From an optimization exercise on the open Yosys and OpenROAD flow, aimed at small area; shortcuts taken in it are not production practice. In this exercise RTL edits were held to simulation tests only and were not proved equivalent to the original. The clock cells of runs 4 to 7 come from the design's own scripts or RTL, not from TritonCTS. The flow treats the clock pin as an ideal source. Dropping or thinning the clock tree relies on that and would not hold on a real chip. Power figures rest on the tool's default switching activity, not on a simulated workload.

$ cat design/flow/config.mk
export PLATFORM = sky130hd
export DESIGN_NAME = rotary_combination_lock
export DESIGN_NICKNAME = rotary_combination_lock
export VERILOG_FILES = /design/flow/design.v
export SDC_FILE = /design/flow/constraint.sdc
export NUM_CORES = 4
export LEC_CHECK = 0
export ABC_AREA = 1
export CAP_MARGIN = 20
export CORE_MARGIN = 2
export CORE_UTILIZATION = 40
export SLEW_MARGIN = 20
$ cat design/flow/flow/run.sh
#!/bin/bash
# Own layout flow: the standard ORFS flow with an area-oriented ABC
# mapping script, minimum-size port buffers and a clock tree without dummy
# loads. Each tool's output goes to the logs under orfs/logs and to
# flow_*.log in this folder.
set -euo pipefail
W=$PWD
rm -rf "$W/scripts_mod"
cp -r "$FLOW_HOME/scripts" "$W/scripts_mod"
cp "$W/flow/abc_area.script" "$W/scripts_mod/abc_area.script"
CTS="-sink_clustering_enable -repair_clock_nets -dont_use_dummy_load -buf_list sky130_fd_sc_hd__clkbuf_4 -root_buf sky130_fd_sc_hd__clkbuf_4 -sink_buffer_max_cap_derate 1.0 -sink_clustering_size 20 -sink_clustering_max_diameter 200"
bash standard.sh SCRIPTS_DIR="$W/scripts_mod" ADDER_MAP_FILE= \
  "BUFFER_PORTS_ARGS=-buffer_cell sky130_fd_sc_hd__buf_1" \
  "CTS_ARGS=$CTS" finish > "$W/flow_standard.log" 2>&1
$ cat design/flow/flow/abc_area.script
strash
&get -n
&deepsyn -T 30
&put
dch -f
amap
$ cat design/flow/standard.sh
#!/bin/bash
# synth_recipe.tcl (not shown) runs the flow's synth.tcl, then flattens the netlist and writes it again
# the make line also repeats each setting of config.mk as NAME=value (left out here)
make -C /OpenROAD-flow-scripts/flow DESIGN_CONFIG=/design/flow/config.mk WORK_HOME=/design/flow/orfs CLKGATE_MAP_FILE= SYNTH_SCRIPT=/design/flow/synth_recipe.tcl "${@:-finish}"
$ cat design/flow/design.v
`timescale 1ns / 1ps
module rotary_combination_lock(
    output wire LCD_E, LCD_RW, LCD_RS,
    output wire [3:0] SF_D,
    output wire [2:0] J1,
    input Clk,
    input Rst,
    input Center,
    input South,
    input wire rotA, rotB
);
    wire CenterSync, SouthSync;
    wire Right, Left;
    wire Locked;
    wire Tens;
    wire [3:0] Ones;
    synchronizer syncA(CenterSync, Center, Clk, Rst);
    synchronizer syncB(SouthSync, South, Clk, Rst);
    rotary_encoder_module U0(
         .Left(Left), .Right(Right), .Clk(Clk), .Rst(Rst),
         .rotA(rotA), .rotB(rotB));
    combination_lock_fsm U1(
         .state(J1), .Locked(Locked), .Right(Right), .Left(Left),
         .Tens(Tens), .Ones(Ones), .Center(CenterSync), .Clk(Clk),
         .South(SouthSync), .Rst(Rst));
    up_down_counter U2(
        .Tens(Tens), .Ones(Ones), .Up(Left), .Down(Right),
        .Clk(Clk), .South(South), .Rst(Rst));
    lcd_driver U3(Clk, Rst, South, Tens, Ones, Locked, SF_D, LCD_E,
        LCD_RS, LCD_RW);
endmodule
`timescale 1ns / 1ps
module synchronizer(
     output wire OutSignal,
     input wire InSignal,
     input wire Clk,
     input wire Rst
);
     reg buff0, buff1, buff2;
     always @(posedge Clk)
          if (Rst) begin
               buff0 <= 1'b0;
               buff1 <= 1'b0;
               buff2 <= 1'b0;
          end else begin
               buff0 <= InSignal;
               buff1 <= buff0;
               buff2 <= buff1;
          end
     assign OutSignal = buff2;
endmodule
`timescale 1ns / 1ps
module combination_lock_fsm(output reg [2:0] state,
  output wire Locked,
  input wire Right, Left,
  input wire Tens,
  input wire [3:0] Ones,
  input wire Center,
  input wire Clk, South,
  input wire Rst
  );
  wire at13 = Tens & (Ones == 4'd3);
  wire at7  = ~Tens & (Ones == 4'd7);
  wire at17 = Tens & (Ones == 4'd7);
  reg [2:0] nextState;
  always @(*) begin
    nextState = state;
    case (state)
      3'd0: if (Right) nextState = 3'd1;
      3'd1: if (Left) nextState = at13 ? 3'd2 : 3'd0;
      3'd2: if (Right) nextState = at7 ? 3'd3 : 3'd0;
      3'd3: if (Left) nextState = at17 ? 3'd4 : 3'd0;
      3'd4: if (Center) nextState = at17 ? 3'd5 : 3'd0;
            else if (Right) nextState = 3'd0;
      3'd5: nextState = 3'd5;
      default: nextState = 3'd0;
    endcase
  end
  assign Locked = (state != 3'd5);
  always @(posedge Clk)
    if (Rst | South)
      state <= 3'd0;
    else
      state <= nextState;
endmodule
`timescale 1ns / 1ps
module up_down_counter(
  output reg Tens,
  output reg [3:0] Ones,
  input wire Up, Down,
  input wire Clk, South,
  input wire Rst
  );
  always @(posedge Clk)
    if (Rst | South) begin
      Tens <= 1'b0;
      Ones <= 4'd0;
    end else if (Up) begin
      if (Ones == 4'd9) begin
        Ones <= 4'd0;
        Tens <= ~Tens;
      end else
        Ones <= Ones + 4'd1;
    end else if (Down) begin
      if (Ones == 4'd0) begin
        Ones <= 4'd9;
        Tens <= ~Tens;
      end else
        Ones <= Ones - 4'd1;
    end
endmodule
`timescale 1ns / 1ps
module lcd_driver(clk, Rst, reset, Tens, Ones, Locked, SF_D, LCD_E,
	LCD_RS, LCD_RW);
input clk, Rst, reset;
input Tens;
input [3:0] Ones;
input Locked;
output reg [3:0] SF_D;
output LCD_E;
output reg LCD_RS;
output LCD_RW;
localparam [20:0] K20     = 21'h100002;
localparam [20:0] K60     = 21'h140008;
localparam [20:0] K2000   = 21'h04ad05;
localparam [20:0] K2200   = 21'h0f672f;
localparam [20:0] K5000   = 21'h1d4136;
localparam [20:0] K80000  = 21'h145731;
localparam [20:0] K205000 = 21'h0532fd;
localparam [20:0] K750000 = 21'h06848b;
reg [20:0] x;
reg E, s1, A, L;
reg [3:0] c;
assign LCD_E = E;
assign LCD_RW = 1'b0;
wire P = A & c[3];                        
wire k24 = P & (c == 4'd15) & ~s1 & ~E;   
wire low = ~(|x[19:0]);
wire fire = low & ~x[20] & (P ? reset : ~reset);
wire fb = x[20] ^ x[1] ^ low;
reg [20:0] K;
always @(*) begin
	if (~E)
		K = k24 ? K2000 : K20;
	else if (~s1) begin
		if (P & (c == 4'd9)) K = K205000;
		else if (P & (c == 4'd10)) K = K2200;
		else K = K60;
	end else begin
		if (P & (c == 4'd9)) K = K5000;
		else if (P & (c == 4'd14)) K = K80000;
		else if (~A & (c == 4'd15)) K = K2000;
		else K = K2200;
	end
end
reg [3:0] N;
always @(*) begin
	N = 4'h0;
	if (P) begin
		if (~s1)
			case (c)
				4'd9, 4'd10: N = 4'h3;
				4'd11: N = 4'h2;
				default: N = 4'h0;
			endcase
		else
			case (c)
				4'd9: N = 4'h3;
				4'd10: N = 4'h2;
				4'd11: N = 4'h8;
				4'd12: N = 4'h6;
				4'd13: N = 4'hf;
				4'd14: N = 4'h1;
				default: N = 4'h0;
			endcase
	end else if (A) begin
		N = s1 ? 4'h0 : (L ? 4'hc : 4'h8);
	end else if (L) begin
		N = s1 ? 4'h0 : 4'h2;
	end else if (~s1) begin
		case (c)
			4'd0, 4'd1, 4'd2: N = 4'h3;
			4'd5: N = Locked ? 4'h2 : 4'h5;
			4'd6: N = Locked ? 4'h2 : 4'h4;
			4'd7, 4'd8, 4'd9, 4'd10, 4'd11, 4'd12: N = 4'h4;
			default: N = 4'h2;
		endcase
	end else begin
		case (c)
			4'd0: N = 4'he;
			4'd1: N = {3'b000, Tens};
			4'd2: N = Ones;
			4'd5: N = Locked ? 4'h0 : 4'h5;
			4'd6: N = Locked ? 4'h0 : 4'he;
			4'd7: N = 4'hc;
			4'd8: N = 4'hf;
			4'd9: N = 4'h3;
			4'd10: N = 4'hb;
			4'd11: N = 4'h5;
			4'd12: N = 4'h4;
			default: N = 4'h0;
		endcase
	end
end
wire grp = (s1 & E) | k24;
always @(posedge clk)
if (Rst) begin
	x <= K750000;
	E <= 1'b0;
	s1 <= 1'b0;
	c <= 4'd9;
	A <= 1'b1;
	L <= 1'b1;
	SF_D <= 4'd0;
	LCD_RS <= 1'b0;
end else if (fire) begin
	x <= K;
	SF_D <= E ? 4'd0 : N;
	if (~E & ~s1 & ~P)
		LCD_RS <= ~A;
	if (~k24)
		{s1, E} <= {s1, E} + 2'd1;
	if (grp) begin
		c <= (A & (c == 4'd0)) ? 4'd0 : c + 4'd1;
		if (c == 4'd15)
			L <= ~L;
		A <= A ? (c != 4'd0) : (c == 4'd15);
	end
end else begin
	x <= {x[19:0], fb};
end
endmodule
`timescale 1 ns / 1 ps
`default_nettype none
module rotary_encoder_module(
     output wire Left, Right,
     input wire Clk, Rst,
     input wire rotA, rotB
);
     wire buffA, buffB;
     reg rotary_q1, rotary_q2;
     reg [1:0] pulse;  
     synchronizer syncA(buffA, rotA, Clk, Rst);
     synchronizer syncB(buffB, rotB, Clk, Rst);
     wire rise = ~rotary_q1 & buffA & buffB;
     wire pend = pulse[1] & pulse[0];
     always @(posedge Clk)
          if (Rst) begin
               rotary_q1 <= 1'b0;
               rotary_q2 <= 1'b0;
               pulse <= 2'b00;
          end else begin
               if (buffA & buffB)
                    rotary_q1 <= 1'b1;
               else if (~buffA & ~buffB)
                    rotary_q1 <= 1'b0;
               if (~buffA & buffB)
                    rotary_q2 <= 1'b1;
               else if (buffA & ~buffB)
                    rotary_q2 <= 1'b0;
               pulse[1] <= rise | (pend & rotary_q2);
               pulse[0] <= rise | (pend & ~rotary_q2);
          end
     assign Left  = pulse[1] & ~pulse[0];
     assign Right = pulse[0] & ~pulse[1];
endmodule
`default_nettype wire
$ cat design/flow/constraint.sdc
create_clock -name core_clock -period 10.0 [get_ports {Clk}]
set_input_delay 2.0000 -clock core_clock [delete_from_list [all_inputs] [get_ports {Clk}]]
set_output_delay 2.0000 -clock core_clock [all_outputs]
set_load 0.01 [all_outputs]
==> results of run 1 <==
## cell families after synthesis
logic type | count (synthesis) | share of synthesized area (%)
and+or+nand+nor | 149 | 29.0
other | 1 | 0.159
DFF | 58 | 49.2
buffers and inverters | 34 | 5.56
AOI/OAI and AO/OA | 58 | 16.1
## routing by layer
metal | GRT usage, % | wire, um | part of all wire [%]
met5 | 0 | 0 | 0
met4 | 4.92 | 76 | 1.5
met3 | 6.67 | 296 | 5.7
met2 | 27.5 | 2300 | 44
met1 | 23.3 | 2520 | 49
## area by class of cell
class                   instances  area, sq um  share of cell area, %
repair buffers                 16         67.6                   2.62
well taps                      72         90.1                   3.49
clock buffers                   9         67.6                   2.62
flip-flops and latches         58         1160                   45.0
multi-input cells             208         1070                   41.4
inverters                      33          124                   4.80
## synthesized netlist by cell type
cell        n  area, sq um
nand2_1    19         71.3
dfxtp_1    58         1160
a31oi_1     2         12.5
or4_1       4         30.0
nor4b_1     1         8.76
nor3b_1     1         7.51
conb_1      1         3.75
a211oi_1    7         52.6
a31o_1      2         17.5
or2_0       2         12.5
o211ai_1    1         7.51
a2111oi_0   1         8.76
nor4_1      1         6.26
a222oi_1    1         10.0
a21o_1      2         15.0
o22ai_1     3         18.8
o21ai_0    17         85.1
nor2b_1    14         87.6
nor2_1     70          263
nand2b_1    1         6.26
clkinv_1   33          124
a221oi_1    1         8.76
nand4_1     2         12.5
or3_1       7         43.8
a32oi_1     1         8.76
o31ai_1     1         7.51
nand3_1    10         50.1
buf_4       1         7.51
a21oi_1    10         50.1
o21a_1      2         15.0
o221ai_1    1         8.76
and3_1      1         6.26
a311oi_1    2         17.5
o311ai_0    3         26.3
o32ai_1     1         8.76
nor3_1     16         80.1
## power groups by stage
| stage | Sequential, mW | Combinational [mW] | Clock, mW |
|---|---|---|---|
| floorplan | 0.245 | 0.00847 | 0 |
| global placement | 0.246 | 0.0132 | 0 |
| detailed placement | 0.246 | 0.0133 | 0 |
| CTS | 0.241 | 0.0133 | 0.119 |
| global route | 0.242 | 0.0150 | 0.130 |
| finish | 0.241 | 0.0130 | 0.114 |
## sequential cells by signal, indices dropped and copies added, names as in the netlist, 2 cells and up
signal,flops
U3.c,4
U3.SF_D,4
U2.Ones,4
U1.state,3
U3.x,21
U0.pulse,2
## stage by stage
| step | setup WS [ns] | total power, mW |
|---|---|---|
| global route | 5.34 | 0.386 |
| CTS | 5.78 | 0.373 |
| detailed placement | 5.38 | 0.259 |
| floorplan | 5.27 | 0.254 |
| finish | 5.73 | 0.367 |
| global placement | 5.50 | 0.259 |
## critical path, cell delays in order
cell       delay [ns]
buf_1            0.11
nor2_1           0.06
a2111oi_0        0.34
buf_4            0.22
clkinv_1         0.14
nor2_1           0.16
clkinv_1         0.13
nor2_1           0.17
clkinv_1         0.13
a21oi_1          0.28
a311oi_1         0.16
nor3_1           0.36
a21o_1           0.22
nor2_1           0.05
nor2_1           0.07
## cells in the final DEF (no fill, tap or decap), types with 3 or more instances in the layout
cell type	instances
nor2_1	70
dfxtp_1	58
clkinv_1	33
nand2_1	19
o21ai_0	17
nor3_1	16
nor2b_1	14
buf_1	14
nand3_1	10
a21oi_1	10
clkbuf_4	9
a211oi_1	7
or3_1	7
or4_1	4
o311ai_0	3
o22ai_1	3
## how the worst max path moves through the flow
| stage | depth (start not counted) | to | slack [ns] |
|---|---|---|---|
| 2_1_floorplan | 12 | U3.x[2] | 5.27 |
| 6_report | 15 | U3.x[20] | 5.73 |
| 5_1_grt | 14 | U3.x[2] | 5.34 |
| 3_3_place_gp | 14 | U3.x[13] | 5.50 |
| 3_5_place_dp | 14 | U3.x[13] | 5.38 |
| 4_1_cts | 15 | U3.x[20] | 5.78 |
==> notes.md, run 1 <==
effective utilization at floorplan: 42.1%
relative max-transition margin: 58.2%
Core ar.: 5610 sq um
clock latency at the later pin of the worst-skew pair: 0.40 ns
detailed-placement wirelength estimate: 3720 um
via count of the first global-routing pass: 1930
number of buffers on the longest clock path: 2
Post-Syn Area: 2360 sq um
Worst-path clk slew: 0.10 ns
worst min-delay path category: reg -> reg
Final Max Slew Viols: 0
die width: 80.8 um
final core occ: 46.0%
number of DRC violations after detailed routing: 0
flop2flop setup slack: 6.33 ns
height of the die: 80.8 um
RSZ-0062 raised after global routing: false
Worst-Margin Slew: 0.623 ns
R2R Path Start: U3.x[2]
drt first-iter violations: 155
routed len/inst: 13.1 um
final standard cell area without fillers: 2580 sq um
count of max-cap constraint violations: 0
Vias: 2089
die footprint: 6530 sq um
flops & latches, synth: 58
areal power density over the cells: 142 nW/um^2
share of layout cells above drive strength 1: 3.40%
Diodes inserted: 0
Final setup violation count: 0
number of unique standard cell types used by synthesis: 36
total wire length after detailed routing: 5190 um
Synth Warn #: 5
maximum resistive drop on vdd: 0.0802 mV
Num Clock Sinks: 58
pin count of the biggest net entering global routing: 38
num rows: 27
maximum operating frequency: 234 MHz
maximum fanout along the worst path: 6
combinational share of power: 3.5%
worst setup path startpoint: South
Port Buffers: 14
CTS-repair resized insts: 0
Total GRT Usage: 17.8%
total gr overflow: 0
endpoint of the most critical register-to-register path: U3.x[20]
num ports: 16
TritonCTS clock tree: done
wire length of the first global-routing pass: 8870 um
Sw Pwr: 0.0828 mW
skew final: 0.0221 ns
Antenna Violating Nets Remaining: 0
FF-to-FF path depth: 16
First-pass DRT Iterations: 4
result of the run: complete, no violations
register area share after synthesis: 49.2%
vias per std cell: 5.28
net switching share of the total power: 22.5%
antenna violations before repair: 0
H-tree levels: 3
proportion of power drawn by flip-flops and latches: 65.5%
critical hold path startpoint: syncA.buff0
share of power burned in the clock network: 30.9%
count of fill cells added during filler insertion: 588
Post-Syn Nets: 306
placed cell area: 2510 sq um
number of buffers added by the clock tree synthesis step: 9
endpoints failing hold: 0
sort of element at the start of the critical path: input port
Syn-to-layout area delta: 9.22%
crit path capture type: register
shortest period the worst path allows: 4.27 ns
period utilization: 42.7%
Worst Setup Path Type: in -> reg
number of cells traversed by the worst hold path: 1
number of instances in the synthesized netlist: 300
Cells after DPL: 387
mean instance size in the synthesized netlist: 7.87 sq um
clock root cell: clkbuf_4
hold bufs inserted after CTS: 0
CP required: 10.33 ns
worst endpoint data arrival time: 4.60 ns
setup TNS: 0 ns
number of nets in the final layout: 332
Setup Buffers After CTS: 0
post-route insts no fill: 396
Leak Pwr: 0.919 nW
placer congestion estimate: 0.911
internal power consumption: 0.285 mW
hold-critical path endpoint: syncA.buff1
Post-Route Hold Slack: 0.443 ns
==> inputs of run 2 (changes only) <==
--- a/design/flow/design.v
+++ b/design/flow/design.v
@@ -14,8 +14,8 @@
     wire Locked;
     wire Tens;
     wire [3:0] Ones;
-    synchronizer syncA(CenterSync, Center, Clk, Rst);
-    synchronizer syncB(SouthSync, South, Clk, Rst);
+    synchronizer_nr syncA(CenterSync, Center, Clk);
+    synchronizer_nr syncB(SouthSync, South, Clk);
     rotary_encoder_module U0(
          .Left(Left), .Right(Right), .Clk(Clk), .Rst(Rst),
          .rotA(rotA), .rotB(rotB));
@@ -47,6 +47,19 @@
                buff1 <= buff0;
                buff2 <= buff1;
           end
+     assign OutSignal = buff2;
+endmodule
+module synchronizer_nr(
+     output wire OutSignal,
+     input wire InSignal,
+     input wire Clk
+);
+     reg buff0, buff1, buff2;
+     always @(posedge Clk) begin
+          buff0 <= InSignal;
+          buff1 <= buff0;
+          buff2 <= buff1;
+     end
      assign OutSignal = buff2;
 endmodule
 `timescale 1ns / 1ps
@@ -91,22 +104,22 @@
   input wire Clk, South,
   input wire Rst
   );
+  wire o0 = Ones[0], o1 = Ones[1], o2 = Ones[2], o3 = Ones[3];
+  wire zero = ~(o3 | o2 | o1 | o0);
+  wire nine = o3 & o0;
+  wire [3:0] t;
+  assign t[0] = Up | Down;
+  assign t[1] = (Up & o0 & ~o3) | (Down & ~o0 & ~zero);
+  assign t[2] = (Up & o1 & o0) | (Down & ~o1 & ~o0 & ~zero);
+  assign t[3] = (Up & ((o2 & o1 & o0) | nine)) | (Down & ((o3 & ~o0) | zero));
+  wire tt = (Up & nine) | (Down & zero);
   always @(posedge Clk)
     if (Rst | South) begin
       Tens <= 1'b0;
       Ones <= 4'd0;
-    end else if (Up) begin
-      if (Ones == 4'd9) begin
-        Ones <= 4'd0;
-        Tens <= ~Tens;
-      end else
-        Ones <= Ones + 4'd1;
-    end else if (Down) begin
-      if (Ones == 4'd0) begin
-        Ones <= 4'd9;
-        Tens <= ~Tens;
-      end else
-        Ones <= Ones - 4'd1;
+    end else begin
+      Tens <= Tens ^ tt;
+      Ones <= Ones ^ t;
     end
 endmodule
 `timescale 1ns / 1ps
@@ -174,8 +187,8 @@
 				default: N = 4'h0;
 			endcase
 	end else if (A) begin
-		N = s1 ? 4'h0 : (L ? 4'hc : 4'h8);
-	end else if (L) begin
+		N = s1 ? 4'h0 : (L ? 4'h8 : 4'hc);
+	end else if (~L) begin
 		N = s1 ? 4'h0 : 4'h2;
 	end else if (~s1) begin
 		case (c)
@@ -210,7 +223,7 @@
 	s1 <= 1'b0;
 	c <= 4'd9;
 	A <= 1'b1;
-	L <= 1'b1;
+	L <= 1'b0;
 	SF_D <= 4'd0;
 	LCD_RS <= 1'b0;
 end else if (fire) begin
==> design/flow/flow/run.sh (replaced) <==
#!/bin/bash
# Own layout flow: the standard ORFS flow with
#  - an area-oriented ABC mapping script (flow/abc_area.script),
#  - minimum-size port buffers,
#  - a small hand-built clock buffer stage in place of TritonCTS
#    (flow/manual_cts.tcl).
# Tool output goes to flow_standard.log here and to the ORFS logs.
set -euo pipefail
W=$PWD
rm -rf "$W/scripts_mod"
cp -r "$FLOW_HOME/scripts" "$W/scripts_mod"
cp "$W/flow/abc_area.script" "$W/scripts_mod/abc_area.script"
cp "$W/flow/manual_cts.tcl" "$W/scripts_mod/manual_cts.tcl"
sed -i 's|^log_cmd clock_tree_synthesis {\*}\$cts_args|source $::env(SCRIPTS_DIR)/manual_cts.tcl|' "$W/scripts_mod/cts.tcl"
grep -q manual_cts.tcl "$W/scripts_mod/cts.tcl"
export MCTS_N=${MCTS_N:-2}
export MCTS_CELL=${MCTS_CELL:-sky130_fd_sc_hd__clkbuf_4}
bash standard.sh SCRIPTS_DIR="$W/scripts_mod" ADDER_MAP_FILE= \
  "BUFFER_PORTS_ARGS=-buffer_cell sky130_fd_sc_hd__buf_1" \
  finish > "$W/flow_standard.log" 2>&1
==> design/flow/flow/abc_area.script (replaced) <==
strash
&get -n
&deepsyn -J 100
&put
dch -f
amap
==> design/flow/flow/manual_cts.tcl (new file) <==
# Clock buffering in place of TritonCTS: the flip-flop clock pins are split
# into MCTS_N groups of nearby sinks (by x, then y), and each group is driven
# by one MCTS_CELL buffer placed at its centroid and fed from the clock port.
set mcts_n $::env(MCTS_N)
set mcts_cell $::env(MCTS_CELL)
set db [ord::get_db]
set block [ord::get_db_block]
set master [$db findMaster $mcts_cell]
foreach clk_port [get_ports [get_property [all_clocks] sources]] {
  set clk_net [$block findNet [get_full_name $clk_port]]
  set sinks {}
  foreach it [$clk_net getITerms] {
    set inst [$it getInst]
    set bb [$inst getBBox]
    lappend sinks [list [expr {([$bb xMin] + [$bb xMax]) / 2}] [expr {([$bb yMin] + [$bb yMax]) / 2}] $it]
  }
  set sinks [lsort -integer -index 0 $sinks]
  set n [llength $sinks]
  set per [expr {int(ceil(double($n) / $mcts_n))}]
  for {set g 0} {$g < $mcts_n} {incr g} {
    set grp [lrange $sinks [expr {$g * $per}] [expr {($g + 1) * $per - 1}]]
    if {[llength $grp] == 0} { continue }
    set sx 0; set sy 0
    foreach s $grp { incr sx [lindex $s 0]; incr sy [lindex $s 1] }
    set cx [expr {$sx / [llength $grp]}]
    set cy [expr {$sy / [llength $grp]}]
    set buf [odb::dbInst_create $block $master "mcts_buf_$g"]
    set net [odb::dbNet_create $block "mcts_net_$g"]
    $net setSigType CLOCK
    foreach s $grp {
      set it [lindex $s 2]
      $it disconnect
      $it connect $net
    }
    [$buf findITerm A] connect $clk_net
    [$buf findITerm X] connect $net
    $buf setLocation $cx $cy
    $buf setPlacementStatus PLACED
    puts "mcts: buffer mcts_buf_$g ($mcts_cell) drives [llength $grp] sinks at ($cx, $cy)"
  }
}
set_propagated_clock [all_clocks]
==> notes.md, run 2 <==
proportion of synthesized flip-flops having asynchronous set or reset: 0%
effective utilization at floorplan: 41.9%
most instantiated library cell after synthesis: nor2_1
height of the die: 80.7 um
first reported error: [ERROR STA-0333] object '_f2771120c87f0000_p_Pin' is not a port.
top_reg_cell synth: dfxtp_1
placer congestion estimate: 0.922
stage where the flow stopped: 4_1_cts
Port Buffers: 14
Synth Warn #: 6
Commonest cells post-synth: 79 x nor2_1, 58 x dfxtp_1, 36 x clkinv_1
flops & latches, synth: 58
dominant cells by area after synthesis: dfxtp_1 49%, nor2_1 13%, clkinv_1 5.7%
number of unique standard cell types used by synthesis: 34
detailed-placement wirelength estimate: 3880 um
Post-Syn Nets: 315
Post-Syn Area: 2350 sq um
num rows: 27
register area share after synthesis: 49.4%
area share of the largest cell type after synthesis: 49.4%
mean instance size in the synthesized netlist: 7.61 sq um
num ports: 16
Cells after DPL: 396
number of synthesized flops with an enable pin: 0
cell type contributing the most total cell area after synthesis: dfxtp_1
number of instances in the synthesized netlist: 309
result of the run: aborted with a tool error
die width: 80.7 um
[run 2: changes by cell type after synthesis, sizes merged, moves of 3 or more]
cell / previous run / this run
nand3: 10 / 5
nor2: 70 / 79
clkinv: 33 / 36
nor2b: 14 / 7
a211oi: 7 / 1
a21oi: 10 / 17
or3: 7 / 4
nand2: 19 / 27
[run 2: kinds of logic after synthesis]
family,share of synthesized area [%]
flip-flops,49.4
buffers and inverters,6.06
other,0.159
AO/OA/AOI/OAI,16.5
AND/OR/NAND/NOR,27.9
[run 2: through the flow]
stage	instance area [sq um]	setup WS, ns	utilization [%]
global placement	2500	4.76	44.6
floorplan	2350	4.93	-
detailed placement	2500	4.55	44.6
[run 2: how the worst max path moves through the flow]
stage                     cells after the start  slack [ns]      end
after global placement                       19        4.76  U3.x[9]
after detailed placement                     19        4.55  U3.x[9]
after floorplan                              14        4.93  U3.x[1]
[run 2: power by group through the flow]
stage | Sequential, mW | Clock (mW) | Combinational [mW]
after detailed placement | 0.247 | 0 | 0.0126
after floorplan | 0.246 | 0 | 0.00796
after global placement | 0.247 | 0 | 0.0124
==> inputs of run 3 (changes only) <==
--- a/design/flow/flow/run.sh
+++ b/design/flow/flow/run.sh
@@ -13,8 +13,8 @@
 cp "$W/flow/manual_cts.tcl" "$W/scripts_mod/manual_cts.tcl"
 sed -i 's|^log_cmd clock_tree_synthesis {\*}\$cts_args|source $::env(SCRIPTS_DIR)/manual_cts.tcl|' "$W/scripts_mod/cts.tcl"
 grep -q manual_cts.tcl "$W/scripts_mod/cts.tcl"
-export MCTS_N=${MCTS_N:-2}
-export MCTS_CELL=${MCTS_CELL:-sky130_fd_sc_hd__clkbuf_4}
+export MCTS_N=${MCTS_N:-1}
+export MCTS_CELL=${MCTS_CELL:-sky130_fd_sc_hd__clkbuf_8}
 bash standard.sh SCRIPTS_DIR="$W/scripts_mod" ADDER_MAP_FILE= \
   "BUFFER_PORTS_ARGS=-buffer_cell sky130_fd_sc_hd__buf_1" \
   finish > "$W/flow_standard.log" 2>&1
==> notes.md, run 3 <==
top_reg_cell synth: dfxtp_1
stage where the flow stopped: 4_1_cts
number of unique standard cell types used by synthesis: 34
num ports: 16
post-synthesis mux area share: 0%
first reported error: [ERROR STA-0333] object '_32713145847f0000_p_Pin' is not a port.
number of instances in the synthesized netlist: 309
Placement Setup Slack: 4.55 ns
fraction of the mapped netlist area in adder cells: 0%
Post-Syn Area: 2350 sq um
simple-gate share of the synthesized area: 27.9%
most instantiated library cell after synthesis: nor2_1
register area share after synthesis: 49.4%
Port Buffers: 14
flops & latches, synth: 58
compound-gate portion of the synthesized area: 16.5%
detailed-placement wirelength estimate: 3880 um
cell type contributing the most total cell area after synthesis: dfxtp_1
Commonest cells post-synth: 79 x nor2_1, 58 x dfxtp_1, 36 x clkinv_1
num rows: 27
largest family of logic cells by synthesized area: simple AND/OR/NAND/NOR gates
result of the run: aborted with a tool error
height of the die: 80.7 um
Synth Warn #: 6
effective utilization at floorplan: 41.9%
Post-Synth XOR/XNOR Area: 0%
die width: 80.7 um
dominant cells by area after synthesis: dfxtp_1 49%, nor2_1 13%, clkinv_1 5.7%
Post-Syn Nets: 315
placer congestion estimate: 0.922
area share of the largest cell type after synthesis: 49.4%
number of synthesized flops with an enable pin: 0
proportion of synthesized flip-flops having asynchronous set or reset: 0%
mean instance size in the synthesized netlist: 7.61 sq um
run 3: cell counts after synthesis:
Identical to the previous run, type by type.
run 3: worst max path at each step:
stage | start | slack [ns] | cells after the start | to
after detailed placement | South | 4.55 | 19 | U3.x[9]
after global placement | South | 4.76 | 19 | U3.x[9]
after floorplan | South | 4.93 | 14 | U3.x[1]
run 3: cell families after synthesis:
kind of cell	Yosys count
other	1
buffers and inverters	37
AO/OA/AOI/OAI	62
AND/OR/NAND/NOR	151
flip-flops	58
run 3: per-stage QoR:
step / utilization, % / area, sq um / std cells
2_1_floorplan: - / 2350 / 309
3_5_place_dp: 44.6 / 2500 / 396
3_3_place_gp: 44.6 / 2500 / 396
run 3: power by group through the flow:
stage	logic, mW	registers (mW)	clock network [mW]
floorplan	0.00796	0.246	0
global placement	0.0124	0.247	0
detailed placement	0.0126	0.247	0
==> inputs of run 4 (changes only) <==
--- a/design/flow/flow/run.sh
+++ b/design/flow/flow/run.sh
@@ -13,7 +13,7 @@
 cp "$W/flow/manual_cts.tcl" "$W/scripts_mod/manual_cts.tcl"
 sed -i 's|^log_cmd clock_tree_synthesis {\*}\$cts_args|source $::env(SCRIPTS_DIR)/manual_cts.tcl|' "$W/scripts_mod/cts.tcl"
 grep -q manual_cts.tcl "$W/scripts_mod/cts.tcl"
-export MCTS_N=${MCTS_N:-1}
+export MCTS_N=${MCTS_N:-3}
 export MCTS_CELL=${MCTS_CELL:-sky130_fd_sc_hd__clkbuf_8}
 bash standard.sh SCRIPTS_DIR="$W/scripts_mod" ADDER_MAP_FILE= \
   "BUFFER_PORTS_ARGS=-buffer_cell sky130_fd_sc_hd__buf_1" \
--- a/design/flow/flow/manual_cts.tcl
+++ b/design/flow/flow/manual_cts.tcl
@@ -6,20 +6,38 @@
 set db [ord::get_db]
 set block [ord::get_db_block]
 set master [$db findMaster $mcts_cell]
-foreach clk_port [get_ports [get_property [all_clocks] sources]] {
-  set clk_net [$block findNet [get_full_name $clk_port]]
+foreach clk_src [get_property [all_clocks] sources] {
+  set clk_net [$block findNet [get_full_name $clk_src]]
   set sinks {}
   foreach it [$clk_net getITerms] {
     set inst [$it getInst]
     set bb [$inst getBBox]
     lappend sinks [list [expr {([$bb xMin] + [$bb xMax]) / 2}] [expr {([$bb yMin] + [$bb yMax]) / 2}] $it]
   }
+  # grid partition: cols columns by x, then each column split by y
+  set cols [expr {int(ceil(sqrt($mcts_n)))}]
   set sinks [lsort -integer -index 0 $sinks]
   set n [llength $sinks]
-  set per [expr {int(ceil(double($n) / $mcts_n))}]
-  for {set g 0} {$g < $mcts_n} {incr g} {
-    set grp [lrange $sinks [expr {$g * $per}] [expr {($g + 1) * $per - 1}]]
-    if {[llength $grp] == 0} { continue }
+  set groups {}
+  set left $mcts_n
+  set start 0
+  for {set c 0} {$c < $cols} {incr c} {
+    set ng [expr {int(ceil(double($left) / ($cols - $c)))}]
+    set cnt [expr {int(round(double($n - $start) * $ng / $left))}]
+    set colsinks [lsort -integer -index 1 [lrange $sinks $start [expr {$start + $cnt - 1}]]]
+    set start [expr {$start + $cnt}]
+    set left [expr {$left - $ng}]
+    set m [llength $colsinks]
+    set s0 0
+    for {set r 0} {$r < $ng} {incr r} {
+      set k [expr {int(round(double($m - $s0) / ($ng - $r)))}]
+      lappend groups [lrange $colsinks $s0 [expr {$s0 + $k - 1}]]
+      set s0 [expr {$s0 + $k}]
+    }
+  }
+  set g -1
+  foreach grp $groups {
+    incr g
     set sx 0; set sy 0
     foreach s $grp { incr sx [lindex $s 0]; incr sy [lindex $s 1] }
     set cx [expr {$sx / [llength $grp]}]
==> notes.md, run 4 <==
Core ar.: 5610 sq um
relative max-transition margin: 64.4%
shortest period the worst path allows: 5.30 ns
number of synthesized flops with an enable pin: 0
number of nets in the final layout: 335
endpoints failing hold: 0
simple-gate share of the synthesized area: 27.9%
First-pass DRT Iterations: 4
Synth Warn #: 6
area share of the largest cell type after synthesis: 49.4%
most instantiated library cell after synthesis: nor2_1
vias per std cell: 5.16
Worst-Margin Slew: 0.529 ns
number of cells traversed by the worst hold path: 0
max FFs per register: 21
largest family of logic cells by synthesized area: simple AND/OR/NAND/NOR gates
storage element area: 1160 sq um
flop2flop setup slack: 5.47 ns
skew final: 0.0100 ns
worst setup path startpoint: South
post-layout worst setup margin: 4.70 ns
number of unique standard cell types used by synthesis: 34
Post-Syn Nets: 315
number of DRC violations after detailed routing: 0
num rows: 27
Diodes inserted: 0
register containing the most flip-flops in the final layout: U3.x
crit path capture type: register
dominant cells by area after synthesis: dfxtp_1 49%, nor2_1 13%, clkinv_1 5.7%
Setup Buffers After CTS: 0
Total GRT Usage: 16.6%
number of instances in the synthesized netlist: 309
antenna violations before repair: 0
result of the run: complete, no violations
clock latency at the later pin of the worst-skew pair: 0.17 ns
Final Max Slew Viols: 0
die width: 80.7 um
setup TNS: 0 ns
period utilization: 53.0%
effective utilization at floorplan: 41.9%
detailed-placement wirelength estimate: 3880 um
footprint of the multi-input gates: 1050 sq um
fraction of the mapped netlist area in adder cells: 0%
most frequent cells in the layout: 79 x nor2_1, 58 x dfxtp_1, 36 x clkinv_1
CTS-repair resized insts: 0
FF-to-FF path depth: 20
R2R Path Start: U3.c[3]
final standard cell area without fillers: 2540 sq um
flops & latches, synth: 58
placed cell area: 2500 sq um
Leak Pwr: 0.916 nW
placer congestion estimate: 0.922
Antenna Violating Nets Remaining: 0
Port Buffers: 14
wire length of the first global-routing pass: 8810 um
count of max-cap constraint violations: 0
count of fill cells added during filler insertion: 595
pin count of the biggest net entering global routing: 35
proportion of synthesized flip-flops having asynchronous set or reset: 0%
Post-Route Hold Slack: 0.330 ns
areal power density over the cells: 134 nW/um^2
drt first-iter violations: 105
Worst-path clk slew: 0.12 ns
Syn-to-layout area delta: 8.14%
maximum operating frequency: 189 MHz
Worst Setup Path Type: in -> reg
Post-Syn Area: 2350 sq um
Vias: 2058
num ports: 16
share of layout cells above drive strength 1: 1.53%
sort of element at the start of the critical path: input port
Commonest cells post-synth: 79 x nor2_1, 58 x dfxtp_1, 36 x clkinv_1
height of the die: 80.7 um
Post-Synth XOR/XNOR Area: 0%
via count of the first global-routing pass: 1942
top_reg_cell synth: dfxtp_1
maximum fanout along the worst path: 5
RSZ-0062 raised after global routing: false
post-synthesis mux area share: 0%
total wire length after detailed routing: 5140 um
hold bufs inserted after CTS: 0
worst min-delay path category: reg -> reg
compound-gate portion of the synthesized area: 16.5%
Placement Setup Slack: 4.55 ns
die footprint: 6510 sq um
register area share after synthesis: 49.4%
most common library cell in the layout ignoring fill and taps: nor2_1
critical hold path startpoint: syncB.buff1
maximum resistive drop on vdd: 0.0763 mV
routed len/inst: 12.9 um
CP required: 10.06 ns
mean instance size in the synthesized netlist: 7.61 sq um
cell type contributing the most total cell area after synthesis: dfxtp_1
Final setup violation count: 0
total gr overflow: 0
worst endpoint data arrival time: 5.36 ns
## run 4: final timing paths
check                endpoint
setup / recovery     U3.x[16]
hold / removal    syncB.buff2
setup reg to reg     U3.x[16]
hold reg to reg   syncB.buff2
## run 4: layout make-up
type / instances / share of cell area [%]
sequential: 58 / 45.6
multi-input combinational: 214 / 41.2
inverter: 36 / 5.31
tap: 72 / 3.54
timing repair buffer: 16 / 2.66
buffer: 3 / 1.62
## run 4: cell families after synthesis
| logic type | Yosys count |
|---|---|
| compound gates | 62 |
| buf+inv | 37 |
| other cells | 1 |
| simple gates | 151 |
| flops | 58 |
## run 4: per-layer routing
metal / wire (um) / up-vias / GRT usage (%)
met2: 2410 / 46 / 28.7
met4: 64 / 0 / 2.71
li1: - / 1080 / -
met3: 194 / 7 / 1.35
met5: 0 / - / 0
met1: 2470 / 925 / 23.0
## run 4: worst max-delay path, cell delays in order
cell and delay (ns):
buf_1 0.14, nor2_1 0.06, a2111oi_0 0.34, buf_4 0.21
clkinv_1 0.09, nor2_1 0.21, clkinv_1 0.12, o21ai_0 0.46
clkinv_1 0.23, nor2_1 0.22, nand2_1 0.10, nor2_1 0.20
a21oi_1 0.12, nor2_1 0.28, clkinv_1 0.15, nor2_1 0.21
nor2_1 0.06, nor2_1 0.10, nor2_1 0.05
## run 4: per-stage QoR
step           total power, mW  utilization, %  std cells
2_1_floorplan            0.254               -        309
3_3_place_gp             0.259            44.6        396
3_5_place_dp             0.259            44.6        396
4_1_cts                  0.344            45.4        399
5_1_grt                  0.355            45.4        399
6_report                 0.340            45.4        399
## run 4: where the power goes
| part | leakage (nW) | switching, mW | internal [mW] | total, mW |
|---|---|---|---|---|
| combinational | 0.418 | 0.00737 | 0.00497 | 0.0123 |
| sequential | 0.476 | 0.00311 | 0.238 | 0.241 |
| clock | 0.0216 | 0.0584 | 0.0281 | 0.0865 |
| total | 0.916 | 0.0688 | 0.271 | 0.340 |
==> inputs of run 5 (changes only) <==
--- a/design/flow/design.v
+++ b/design/flow/design.v
@@ -133,21 +133,21 @@
 output LCD_E;
 output reg LCD_RS;
 output LCD_RW;
-localparam [20:0] K20     = 21'h100002;
-localparam [20:0] K60     = 21'h140008;
-localparam [20:0] K2000   = 21'h04ad05;
-localparam [20:0] K2200   = 21'h0f672f;
-localparam [20:0] K5000   = 21'h1d4136;
-localparam [20:0] K80000  = 21'h145731;
-localparam [20:0] K205000 = 21'h0532fd;
-localparam [20:0] K750000 = 21'h06848b;
+localparam [20:0] K20      = 21'h100002;
+localparam [20:0] K60      = 21'h140008;
+localparam [20:0] K2000    = 21'h04ad05;
+localparam [20:0] K2200    = 21'h0f672f;
+localparam [20:0] K5000    = 21'h1d4136;
+localparam [20:0] K80000   = 21'h145731;
+localparam [20:0] K205000  = 21'h0532fd;
+localparam [20:0] K750000  = 21'h06848b;
 reg [20:0] x;
 reg E, s1, A, L;
 reg [3:0] c;
 assign LCD_E = E;
 assign LCD_RW = 1'b0;
-wire P = A & c[3];                        
-wire k24 = P & (c == 4'd15) & ~s1 & ~E;   
+wire P = A & (~c[0] | c[3]);   
+wire k24 = P & (c == 4'd0) & ~s1 & ~E;   
 wire low = ~(|x[19:0]);
 wire fire = low & ~x[20] & (P ? reset : ~reset);
 wire fb = x[20] ^ x[1] ^ low;
@@ -156,13 +156,13 @@
 	if (~E)
 		K = k24 ? K2000 : K20;
 	else if (~s1) begin
-		if (P & (c == 4'd9)) K = K205000;
-		else if (P & (c == 4'd10)) K = K2200;
+		if (P & (c == 4'd10)) K = K205000;
+		else if (P & (c == 4'd11)) K = K2200;
 		else K = K60;
 	end else begin
-		if (P & (c == 4'd9)) K = K5000;
-		else if (P & (c == 4'd14)) K = K80000;
-		else if (~A & (c == 4'd15)) K = K2000;
+		if (P & (c == 4'd10)) K = K5000;
+		else if (P & (c == 4'd15)) K = K80000;
+		else if (~A & (c == 4'd0)) K = K2000;
 		else K = K2200;
 	end
 end
@@ -172,18 +172,19 @@
 	if (P) begin
 		if (~s1)
 			case (c)
-				4'd9, 4'd10: N = 4'h3;
-				4'd11: N = 4'h2;
+				4'd10: N = 4'h3;
+				4'd11: N = 4'h3;
+				4'd12: N = 4'h2;
 				default: N = 4'h0;
 			endcase
 		else
 			case (c)
-				4'd9: N = 4'h3;
-				4'd10: N = 4'h2;
-				4'd11: N = 4'h8;
-				4'd12: N = 4'h6;
-				4'd13: N = 4'hf;
-				4'd14: N = 4'h1;
+				4'd10: N = 4'h3;
+				4'd11: N = 4'h2;
+				4'd12: N = 4'h8;
+				4'd13: N = 4'h6;
+				4'd14: N = 4'hf;
+				4'd15: N = 4'h1;
 				default: N = 4'h0;
 			endcase
 	end else if (A) begin
@@ -192,25 +193,32 @@
 		N = s1 ? 4'h0 : 4'h2;
 	end else if (~s1) begin
 		case (c)
-			4'd0, 4'd1, 4'd2: N = 4'h3;
-			4'd5: N = Locked ? 4'h2 : 4'h5;
-			4'd6: N = Locked ? 4'h2 : 4'h4;
-			4'd7, 4'd8, 4'd9, 4'd10, 4'd11, 4'd12: N = 4'h4;
+			4'd1: N = 4'h3;
+			4'd2: N = 4'h3;
+			4'd3: N = 4'h3;
+			4'd6: N = Locked ? 4'h2 : 4'h5;
+			4'd7: N = Locked ? 4'h2 : 4'h4;
+			4'd8: N = 4'h4;
+			4'd9: N = 4'h4;
+			4'd10: N = 4'h4;
+			4'd11: N = 4'h4;
+			4'd12: N = 4'h4;
+			4'd13: N = 4'h4;
 			default: N = 4'h2;
 		endcase
 	end else begin
 		case (c)
-			4'd0: N = 4'he;
-			4'd1: N = {3'b000, Tens};
-			4'd2: N = Ones;
-			4'd5: N = Locked ? 4'h0 : 4'h5;
-			4'd6: N = Locked ? 4'h0 : 4'he;
-			4'd7: N = 4'hc;
-			4'd8: N = 4'hf;
-			4'd9: N = 4'h3;
-			4'd10: N = 4'hb;
-			4'd11: N = 4'h5;
-			4'd12: N = 4'h4;
+			4'd1: N = 4'he;
+			4'd2: N = {3'b000, Tens};
+			4'd3: N = Ones;
+			4'd6: N = Locked ? 4'h0 : 4'h5;
+			4'd7: N = Locked ? 4'h0 : 4'he;
+			4'd8: N = 4'hc;
+			4'd9: N = 4'hf;
+			4'd10: N = 4'h3;
+			4'd11: N = 4'hb;
+			4'd12: N = 4'h5;
+			4'd13: N = 4'h4;
 			default: N = 4'h0;
 		endcase
 	end
@@ -221,7 +229,7 @@
 	x <= K750000;
 	E <= 1'b0;
 	s1 <= 1'b0;
-	c <= 4'd9;
+	c <= 4'd10;
 	A <= 1'b1;
 	L <= 1'b0;
 	SF_D <= 4'd0;
@@ -234,10 +242,10 @@
 	if (~k24)
 		{s1, E} <= {s1, E} + 2'd1;
 	if (grp) begin
-		c <= (A & (c == 4'd0)) ? 4'd0 : c + 4'd1;
-		if (c == 4'd15)
+		c <= (A & (c == 4'd1)) ? 4'd1 : c + 4'd1;
+		if (c == 4'd0)
 			L <= ~L;
-		A <= A ? (c != 4'd0) : (c == 4'd15);
+		A <= A ? (c != 4'd1) : (c == 4'd0);
 	end
 end else begin
 	x <= {x[19:0], fb};
==> notes.md, run 5 <==
result of the run: complete, no violations
dominant cells by area after synthesis: dfxtp_1 50%, nor2_1 12%, clkinv_1 6.7%
CP required: 10.06 ns
number of DRC violations after detailed routing: 0
internal power consumption: 0.271 mW
detailed-placement wirelength estimate: 3770 um
Placement Setup Slack: 5.44 ns
critical hold path startpoint: syncB.buff1
CTS-repair resized insts: 0
total wire length after detailed routing: 5060 um
antenna violations before repair: 0
Post-Route Hold Slack: 0.332 ns
most frequent cells in the layout: 75 x nor2_1, 58 x dfxtp_1, 42 x clkinv_1
number of cells traversed by the worst hold path: 0
num ports: 16
pin count of the biggest net entering global routing: 38
count of max-cap constraint violations: 0
proportion of power drawn by flip-flops and latches: 71.4%
R2R Path Start: U3.x[8]
placer congestion estimate: 0.909
Post-Syn Nets: 306
placed cell area: 2490 sq um
Total GRT Usage: 15.9%
Final setup violation count: 0
maximum fanout along the worst path: 5
cell type contributing the most total cell area after synthesis: dfxtp_1
areal power density over the cells: 134 nW/um^2
hold-critical path endpoint: syncB.buff2
maximum resistive drop on vdd: 0.0680 mV
proportion of synthesized flip-flops having asynchronous set or reset: 0%
Total Power Consumption: 0.338 mW
count of fill cells added during filler insertion: 577
final core occ: 45.3%
Post-Syn Area: 2340 sq um
Diodes inserted: 0
flop2flop setup slack: 6.45 ns
routed len/inst: 13.0 um
height of the die: 80.4 um
post-layout worst setup margin: 5.57 ns
Final Max Slew Viols: 0
Worst-Margin Slew: 0.542 ns
period utilization: 44.3%
skew final: 0.00676 ns
Leak Pwr: 0.849 nW
die width: 80.4 um
effective utilization at floorplan: 41.9%
wire length of the first global-routing pass: 8570 um
drt first-iter violations: 152
RSZ-0062 raised after global routing: false
number of unique standard cell types used by synthesis: 31
Antenna Violating Nets Remaining: 0
share of power burned in the clock network: 25.1%
number of synthesized flops with an enable pin: 0
flops & latches, synth: 58
Synth Warn #: 6
mean instance size in the synthesized netlist: 7.79 sq um
Sw Pwr: 0.0671 mW
worst min-delay path category: reg -> reg
Vias: 2077
Cells after DPL: 387
endpoint of the most critical register-to-register path: U3.x[3]
net switching share of the total power: 19.9%
post-route insts no fill: 390
register containing the most flip-flops in the final layout: U3.x
endpoints failing hold: 0
Commonest cells post-synth: 75 x nor2_1, 58 x dfxtp_1, 42 x clkinv_1
max FFs per register: 21
Worst Setup Path Type: in -> reg
Worst-path clk slew: 0.11 ns
final standard cell area without fillers: 2530 sq um
crit path capture type: register
top_reg_cell synth: dfxtp_1
relative max-transition margin: 63.4%
most common library cell in the layout ignoring fill and taps: nor2_1
setup TNS: 0 ns
vias per std cell: 5.33
Port Buffers: 14
number of instances in the synthesized netlist: 300
First-pass DRT Iterations: 6
die footprint: 6470 sq um
sort of element at the start of the critical path: input port
register area share after synthesis: 49.7%
Core ar.: 5570 sq um
num rows: 27
number of nets in the final layout: 326
shortest period the worst path allows: 4.43 ns
share of layout cells above drive strength 1: 1.57%
Setup Buffers After CTS: 0
total gr overflow: 0
hold bufs inserted after CTS: 0
clock latency at the later pin of the worst-skew pair: 0.17 ns
area share of the largest cell type after synthesis: 49.7%
FF-to-FF path depth: 13
via count of the first global-routing pass: 1867
worst endpoint data arrival time: 4.48 ns
Syn-to-layout area delta: 8.19%
most instantiated library cell after synthesis: nor2_1
combinational share of power: 3.6%
maximum operating frequency: 226 MHz
==> run 5: power groups by stage <==
stage          logic (mW)  registers [mW]  clock network (mW)
6_report           0.0121           0.241              0.0847
5_1_grt            0.0137           0.242              0.0980
4_1_cts            0.0122           0.241              0.0899
3_5_place_dp       0.0123           0.246                   0
3_3_place_gp       0.0122           0.247                   0
2_1_floorplan     0.00763           0.245                   0
==> run 5: layer usage <==
| layer | track usage [%] | share of wire [%] | vias to the layer above |
|---|---|---|---|
| met5 | 0 | 0 | - |
| met4 | 2.71 | 2.0 | 0 |
| met3 | 1.24 | 4.5 | 16 |
| met2 | 26.7 | 44 | 68 |
| met1 | 22.8 | 49 | 916 |
| li1 | - | - | 1077 |
==> run 5: layout make-up <==
class	instances	area [sq um]	share of cell area [%]
sequential	58	1160	45.9
inverter	42	158	6.24
multi-input combinational	199	1010	40.0
buffer	3	41.3	1.63
tap	72	90.1	3.56
timing repair buffer	16	67.6	2.67
==> run 5: worst max-delay path, cell delays in order <==
cell       delay, ns
buf_1           0.10
clkinv_1        0.12
a2111oi_0       0.37
buf_4           0.21
nand2_1         0.12
nor2_1          0.18
clkinv_1        0.10
nor2_1          0.22
clkinv_1        0.12
nor3_1          0.44
o31ai_1         0.16
or3_1           0.33
==> run 5: cell families (layout without fill, tap and decap cells) <==
| family | Yosys count | count (layout) | synth area share (%) |
|---|---|---|---|
| flip-flops | 58 | 58 | 49.7 |
| buffers and inverters | 43 | 61 | 7.07 |
| other | 1 | 1 | 0.161 |
| AO/OA/AOI/OAI | 62 | 62 | 17.2 |
| AND/OR/NAND/NOR | 136 | 136 | 25.8 |
==> run 5: worst max-delay path by stage <==
stage	cells after the start	from	end	slack (ns)
6_report	12	South	U3.x[3]	5.57
5_1_grt	12	South	U3.x[3]	5.30
4_1_cts	12	South	U3.x[3]	5.62
3_5_place_dp	12	South	U3.x[3]	5.44
3_3_place_gp	12	South	U3.x[3]	5.55
2_1_floorplan	10	South	U3.x[3]	5.43
==> inputs of run 6 (changes only) <==
==> design/flow/flow/run.sh (replaced) <==
#!/bin/bash
# Own layout flow: the standard ORFS flow (standard.sh) with
#  - synthesis run once per area-oriented ABC script in flow/abc_*.script
#    (in parallel, each in its own ORFS work folder syn_N/), keeping the
#    smallest netlist; only the combinational mapping differs between them,
#  - minimum-size port buffers,
#  - a small hand-built clock buffer stage in place of TritonCTS
#    (flow/manual_cts.tcl).
# Each run's output goes to syn_N/synth.log and flow_standard.log here, and
# to the ORFS logs under syn_N/orfs/logs and orfs/logs.
set -euo pipefail
W=$PWD
R=results/sky130hd/rotary_combination_lock/base
mkscripts() {
  rm -rf "$1"
  cp -r "$FLOW_HOME/scripts" "$1"
  cp "$W/flow/manual_cts.tcl" "$1/manual_cts.tcl"
  sed -i 's|^log_cmd clock_tree_synthesis {\*}\$cts_args|source $::env(SCRIPTS_DIR)/manual_cts.tcl|' "$1/cts.tcl"
  grep -q manual_cts.tcl "$1/cts.tcl"
}
i=0
for s in "$W"/flow/abc_*.script; do
  i=$((i + 1))
  d="$W/syn_$i"
  rm -rf "$d"; mkdir -p "$d"
  mkscripts "$d/scripts"
  cp "$s" "$d/scripts/abc_area.script"
  sed "s|WORK_HOME=[^ ]*|WORK_HOME=$d/orfs|" standard.sh > "$d/std.sh"
  ( bash "$d/std.sh" SCRIPTS_DIR="$d/scripts" ADDER_MAP_FILE= synth > "$d/synth.log" 2>&1 || true ) &
done
wait
best=""; besta=""
for d in "$W"/syn_*; do
  f="$d/orfs/reports/sky130hd/rotary_combination_lock/base/synth_stat.txt"
  [ -f "$d/orfs/$R/1_synth.odb" ] && [ -f "$f" ] || continue
  a=$(grep -i "chip area for module" "$f" | awk '{print $NF}')
  echo "$d $a" >> "$W/flow_synth_choice.log"
  if [ -z "$best" ] || awk "BEGIN{exit !($a < $besta)}"; then best=$d; besta=$a; fi
done
[ -n "$best" ]
echo "chosen: $best $besta" >> "$W/flow_synth_choice.log"
rm -rf "$W/orfs"
cp -a "$best/orfs" "$W/orfs"
mkscripts "$W/scripts_mod"
cp "$best/scripts/abc_area.script" "$W/scripts_mod/abc_area.script"
export MCTS_N=${MCTS_N:-3}
export MCTS_CELL=${MCTS_CELL:-sky130_fd_sc_hd__clkbuf_8}
bash standard.sh SCRIPTS_DIR="$W/scripts_mod" ADDER_MAP_FILE= \
  "BUFFER_PORTS_ARGS=-buffer_cell sky130_fd_sc_hd__buf_1" \
  finish > "$W/flow_standard.log" 2>&1
==> design/flow/flow/abc_1.script (new file) <==
strash
&get -n
&deepsyn -J 100
&put
dch -f
amap
==> design/flow/flow/abc_2.script (new file) <==
strash
&get -n
&deepsyn -J 100
&put
dc2
dch -f
amap
==> design/flow/flow/abc_3.script (new file) <==
strash
&get -n
&deepsyn -J 100 -S 7
&put
dch -f
amap
==> design/flow/flow/abc_4.script (new file) <==
strash
&get -n
&deepsyn -J 500
&put
dch -f
amap
--- a/design/flow/config.mk
+++ b/design/flow/config.mk
@@ -6,7 +6,8 @@
 export NUM_CORES = 4
 export LEC_CHECK = 0
 export ABC_AREA = 1
-export CAP_MARGIN = 20
+export CAP_MARGIN = 0
 export CORE_MARGIN = 2
 export CORE_UTILIZATION = 40
-export SLEW_MARGIN = 20
+export GPL_TIMING_DRIVEN = 0
+export SLEW_MARGIN = 0
removed: design/flow/flow/abc_area.script
==> notes.md, run 6 <==
result of the run: complete, no violations
mean instance size in the synthesized netlist: 7.99 sq um
proportion of synthesized flip-flops having asynchronous set or reset: 0%
critical hold path startpoint: syncA.buff0
via count of the first global-routing pass: 1780
final core occ: 45.3%
Syn-to-layout area delta: 8.26%
Worst Setup Path Type: in -> reg
total gr overflow: 0
skew final: 0.0148 ns
sort of element at the start of the critical path: input port
flops & latches, synth: 58
areal power density over the cells: 135 nW/um^2
footprint of the multi-input gates: 1020 sq um
maximum fanout along the worst path: 5
placer congestion estimate: 0.903
top_reg_cell synth: dfxtp_1
most instantiated library cell after synthesis: nor2_1
most frequent cells in the layout: 67 x nor2_1, 58 x dfxtp_1, 36 x clkinv_1
worst min-delay path category: reg -> reg
Leak Pwr: 0.860 nW
R2R Path Start: U3.x[12]
CTS-repair resized insts: 0
Vias: 1994
hold bufs inserted after CTS: 0
Worst-Margin Slew: 0.802 ns
Synth Warn #: 6
number of synthesized flops with an enable pin: 0
end point of the critical path: U3.x[3]
CP dominant cell by count: clkinv_1
Diodes inserted: 0
total wire length after detailed routing: 4910 um
storage element area: 1160 sq um
worst setup path startpoint: South
antenna violations before repair: 0
Setup Buffers After CTS: 0
CP required: 10.07 ns
Core ar.: 5540 sq um
cell type contributing the most total cell area after synthesis: dfxtp_1
Commonest cells post-synth: 67 x nor2_1, 58 x dfxtp_1, 36 x clkinv_1
setup TNS: 0 ns
most common library cell in the layout ignoring fill and taps: nor2_1
height of the die: 80.1 um
vias per std cell: 5.25
number of instances in the synthesized netlist: 290
count of fill cells added during filler insertion: 588
share of layout cells above drive strength 1: 1.95%
crit path capture type: register
CP cell instances: buf_1, clkinv_1, a2111oi_1, clkinv_1, nor2_1, clkinv_1, nor2_1, clkinv_1, o21bai_1, nor2b_1, clkinv_1, nor2_1, nand2_1, nand2_1, or3_1
maximum operating frequency: 204 MHz
Total GRT Usage: 15.7%
Post-Route Hold Slack: 0.341 ns
register area share after synthesis: 50.1%
First-pass DRT Iterations: 4
num rows: 27
period utilization: 49.0%
Final Max Slew Viols: 0
die width: 80.1 um
wire length of the first global-routing pass: 8360 um
num ports: 16
library cell contributing the largest single delay on the critical path: a2111oi_1
Worst-path clk slew: 0.12 ns
clock latency at the later pin of the worst-skew pair: 0.17 ns
Cells after DPL: 377
die footprint: 6420 sq um
shortest period the worst path allows: 4.90 ns
Post-Syn Nets: 296
endpoint of the most critical register-to-register path: U3.x[3]
post-route insts no fill: 380
pin count of the biggest net entering global routing: 32
FF-to-FF path depth: 16
register containing the most flip-flops in the final layout: U3.x
detailed-placement wirelength estimate: 3680 um
routed len/inst: 12.9 um
area share of the largest cell type after synthesis: 50.1%
worst endpoint data arrival time: 4.97 ns
RSZ-0062 raised after global routing: false
Post-Syn Area: 2320 sq um
flop2flop setup slack: 6.06 ns
drt first-iter violations: 88
count of max-cap constraint violations: 0
Antenna Violating Nets Remaining: 0
number of unique standard cell types used by synthesis: 32
delay of the slowest critical-path stage: 0.73 ns
number of nets in the final layout: 316
maximum resistive drop on vdd: 0.0695 mV
dominant cells by area after synthesis: dfxtp_1 50%, nor2_1 11%, clkinv_1 5.8%
max FFs per register: 21
endpoints failing hold: 0
relative max-transition margin: 46.4%
number of DRC violations after detailed routing: 0
effective utilization at floorplan: 41.8%
Final setup violation count: 0
Port Buffers: 14
-- run 6: cell types whose count changed after synthesis, moves of 4 or more --
cell,change
a21oi_1,-5
a31oi_1,+4
clkinv_1,-6
nor2_1,-8
o22ai_1,-7
-- run 6: worst min-delay path by stage --
stage,endpoint,cells after the start
6_report,syncA.buff1,0
5_1_grt,syncB.buff2,0
4_1_cts,syncB.buff2,0
3_5_place_dp,syncB.buff2,0
3_3_place_gp,syncA.buff1,0
2_1_floorplan,syncA.buff1,0
-- run 6: per-stage QoR --
stage,power (mW),setup slack (ns),area [sq um]
6_report,0.339,5.10,2510
5_1_grt,0.354,4.62,2510
4_1_cts,0.343,5.17,2510
3_5_place_dp,0.259,4.99,2470
3_3_place_gp,0.259,4.06,2460
2_1_floorplan,0.254,5.21,2320
-- run 6: where the power goes --
part / total, mW / switching, mW / internal [mW]
logic: 0.0123 / 0.00723 / 0.00506
registers: 0.241 / 0.00309 / 0.238
clock network: 0.0855 / 0.0574 / 0.0281
-- run 6: routing by layer --
layer  part of all wire (%)  track usage, %
met1                     51            23.6
met2                     44            25.6
met3                    3.9            1.01
met4                   0.98            1.86
met5                      0               0
-- run 6: layout make-up --
class	count	area share, %
Timing Repair Buffer	15	2.34
Tap cell	72	3.59
Multi-Input combinational cell	195	40.5
Sequential cell	58	46.3
Buffer	4	1.94
Inverter	36	5.38
-- run 6: critical path, delay by kind of cell --
family	cells	cell delay, ns
compound gates	2	1.08
buf+inv	6	0.84
simple gates	7	1.04
-- run 6: logic make-up after synthesis --
kind of cell / count (synthesis) / share of synthesized area [%]
simple gates: 133 / 25.9
buf+inv: 37 / 6.15
flops: 58 / 50.1
other cells: 1 / 0.162
compound gates: 61 / 17.7
==> inputs of run 7 (changes only) <==
--- a/design/flow/config.mk
+++ b/design/flow/config.mk
@@ -6,8 +6,7 @@
 export NUM_CORES = 4
 export LEC_CHECK = 0
 export ABC_AREA = 1
-export CAP_MARGIN = 0
+export CAP_MARGIN = 20
 export CORE_MARGIN = 2
 export CORE_UTILIZATION = 40
-export GPL_TIMING_DRIVEN = 0
-export SLEW_MARGIN = 0
+export SLEW_MARGIN = 20
==> notes.md, run 7 <==
Setup Buffers After CTS: 0
Antenna Violating Nets Remaining: 0
Final Max Slew Viols: 0
routed len/inst: 13.2 um
share of layout cells above drive strength 1: 1.62%
number of synthesized flops with an enable pin: 0
Total Power Consumption: 0.339 mW
via count of the first global-routing pass: 1827
cell type contributing the most total cell area after synthesis: dfxtp_1
Core ar.: 5540 sq um
Diodes inserted: 0
most common library cell in the layout ignoring fill and taps: nor2_1
top_reg_cell synth: dfxtp_1
Final setup violation count: 0
period utilization: 45.0%
areal power density over the cells: 135 nW/um^2
number of unique standard cell types used by synthesis: 32
sort of element at the start of the critical path: input port
Syn-to-layout area delta: 8.26%
hold bufs inserted after CTS: 0
Port Buffers: 14
dominant cells by area after synthesis: dfxtp_1 50%, nor2_1 11%, clkinv_1 5.8%
drt first-iter violations: 109
proportion of synthesized flip-flops having asynchronous set or reset: 0%
register area share after synthesis: 50.1%
num rows: 27
RSZ-0062 raised after global routing: false
Vias: 1993
CP required: 10.07 ns
number of nets in the final layout: 316
mean instance size in the synthesized netlist: 7.99 sq um
worst endpoint data arrival time: 4.57 ns
vias per std cell: 5.24
clock latency at the later pin of the worst-skew pair: 0.17 ns
Worst-path clk slew: 0.12 ns
flops & latches, synth: 58
Synth Warn #: 6
pin count of the biggest net entering global routing: 32
most instantiated library cell after synthesis: nor2_1
height of the die: 80.1 um
antenna violations before repair: 0
worst min-delay path category: reg -> reg
Leak Pwr: 0.856 nW
Post-Syn Nets: 296
skew final: 0.00893 ns
First-pass DRT Iterations: 4
total gr overflow: 0
shortest period the worst path allows: 4.50 ns
count of max-cap constraint violations: 0
total wire length after detailed routing: 5010 um
die footprint: 6420 sq um
endpoints failing hold: 0
detailed-placement wirelength estimate: 3770 um
crit path capture type: register
count of fill cells added during filler insertion: 580
die width: 80.1 um
maximum operating frequency: 222 MHz
storage element area: 1160 sq um
CTS-repair resized insts: 0
result of the run: complete, no violations
max FFs per register: 21
wire length of the first global-routing pass: 8630 um
most frequent cells in the layout: 67 x nor2_1, 58 x dfxtp_1, 36 x clkinv_1
maximum resistive drop on vdd: 0.0866 mV
effective utilization at floorplan: 41.8%
register containing the most flip-flops in the final layout: U3.x
area share of the largest cell type after synthesis: 50.1%
setup TNS: 0 ns
Post-Syn Area: 2320 sq um
Total GRT Usage: 16.3%
placer congestion estimate: 0.921
Commonest cells post-synth: 67 x nor2_1, 58 x dfxtp_1, 36 x clkinv_1
num ports: 16
Worst Setup Path Type: in -> reg
number of DRC violations after detailed routing: 0
footprint of the multi-input gates: 1010 sq um
number of instances in the synthesized netlist: 290
maximum fanout along the worst path: 6
==> run 7: cell type report <==
type	count	area share, %
Buffer	3	1.65
Inverter	36	5.38
Multi-Input combinational cell	195	40.4
Sequential cell	58	46.3
Tap cell	72	3.59
Timing Repair Buffer	16	2.69
==> run 7: cell families after synthesis <==
family	count (synthesis)	synth area share [%]
and+or+nand+nor	133	25.9
AOI/OAI and AO/OA	61	17.7
DFF	58	50.1
buffers and inverters	37	6.15
other	1	0.162
==> run 7: power by group <==
part	switching [mW]	internal, mW
sequential	0.00353	0.238
clock	0.0571	0.0281
combinational	0.00723	0.00500
total	0.0679	0.271
==> run 7: critical path, stage by stage <==
cell	delay, ns
buf_1	0.13
clkinv_1	0.11
a2111oi_0	0.38
buf_4	0.21
clkinv_1	0.08
nor2_1	0.17
nand2_1	0.09
nor2_1	0.15
clkinv_1	0.11
nor2_1	0.18
clkinv_1	0.11
nor2_1	0.29
nor2_1	0.12
nand2_1	0.07
nand2_1	0.06
or3_1	0.30
==> run 7: worst paths after layout <==
path	startpoint	to	slack, ns	depth (start not counted)
setup / recovery	South	U3.x[3]	5.50	16
hold / removal	syncA.buff1	syncA.buff2	0.34	0
setup reg to reg	U3.x[12]	U3.x[3]	6.41	17
hold reg to reg	syncA.buff1	syncA.buff2	0.34	0
==> run 7: metrics by stage <==
stage	util (%)	area [sq um]	hold WS [ns]	cells	setup WS, ns
after CTS	45.3	2510	0.346	380	5.51
after global placement	44.6	2470	0.310	377	5.40
after floorplan	-	2320	0.310	290	5.21
after detailed placement	44.6	2470	0.315	377	5.33
after global routing	45.3	2510	0.352	380	5.15
final	45.3	2510	0.342	380	5.50
==> run 7: metal layers <==
layer	global-route usage [%]	up-vias	wire, um
met2	26.0	55	2250
li1	-	1038	-
met3	1.24	10	211
met5	0	-	0
met1	24.1	890	2470
met4	3.22	0	82

## what the ideal ports hide
Ports are ideal in the flow. The routed layouts listed here were re-timed in OpenROAD.
Step 1 sets driving cells, clkbuf_16 on the clock port and buf_2 on the other inputs (assumed; they add their load-dependent delay and slew).
Step 2 times the ports against the registers' clock, not the clock port: input delays grow and output delays shrink by t, the midpoint of the rising clock arrivals with the driver on.
a / b / c = no drivers / after step 1 / after step 2; a / b = the first two.
| run | t, ns | setup WS [ns] | clock arrival spread, ns | pins driven straight from the clock port |
|---|---|---|---|---|
| run 1 | 0.411 | 5.733 / 5.737 / 5.326 | 0.022 / 0.022 | 1 |
| run 4 | 0.213 | 4.697 / 4.719 / 4.506 | 0.010 / 0.010 | 3 |
| run 5 | 0.210 | 5.575 / 5.599 / 5.388 | 0.007 / 0.007 | 3 |
| run 6 | 0.213 | 5.105 / 5.122 / 4.908 | 0.015 / 0.015 | 3 |
| run 7 | 0.214 | 5.501 / 5.523 / 5.308 | 0.009 / 0.009 | 3 |
After both steps every run listed still meets setup and hold. For run 1, which loses most, drivers alone change the setup slack by +0.004 ns; drivers and shift together by -0.407 ns.
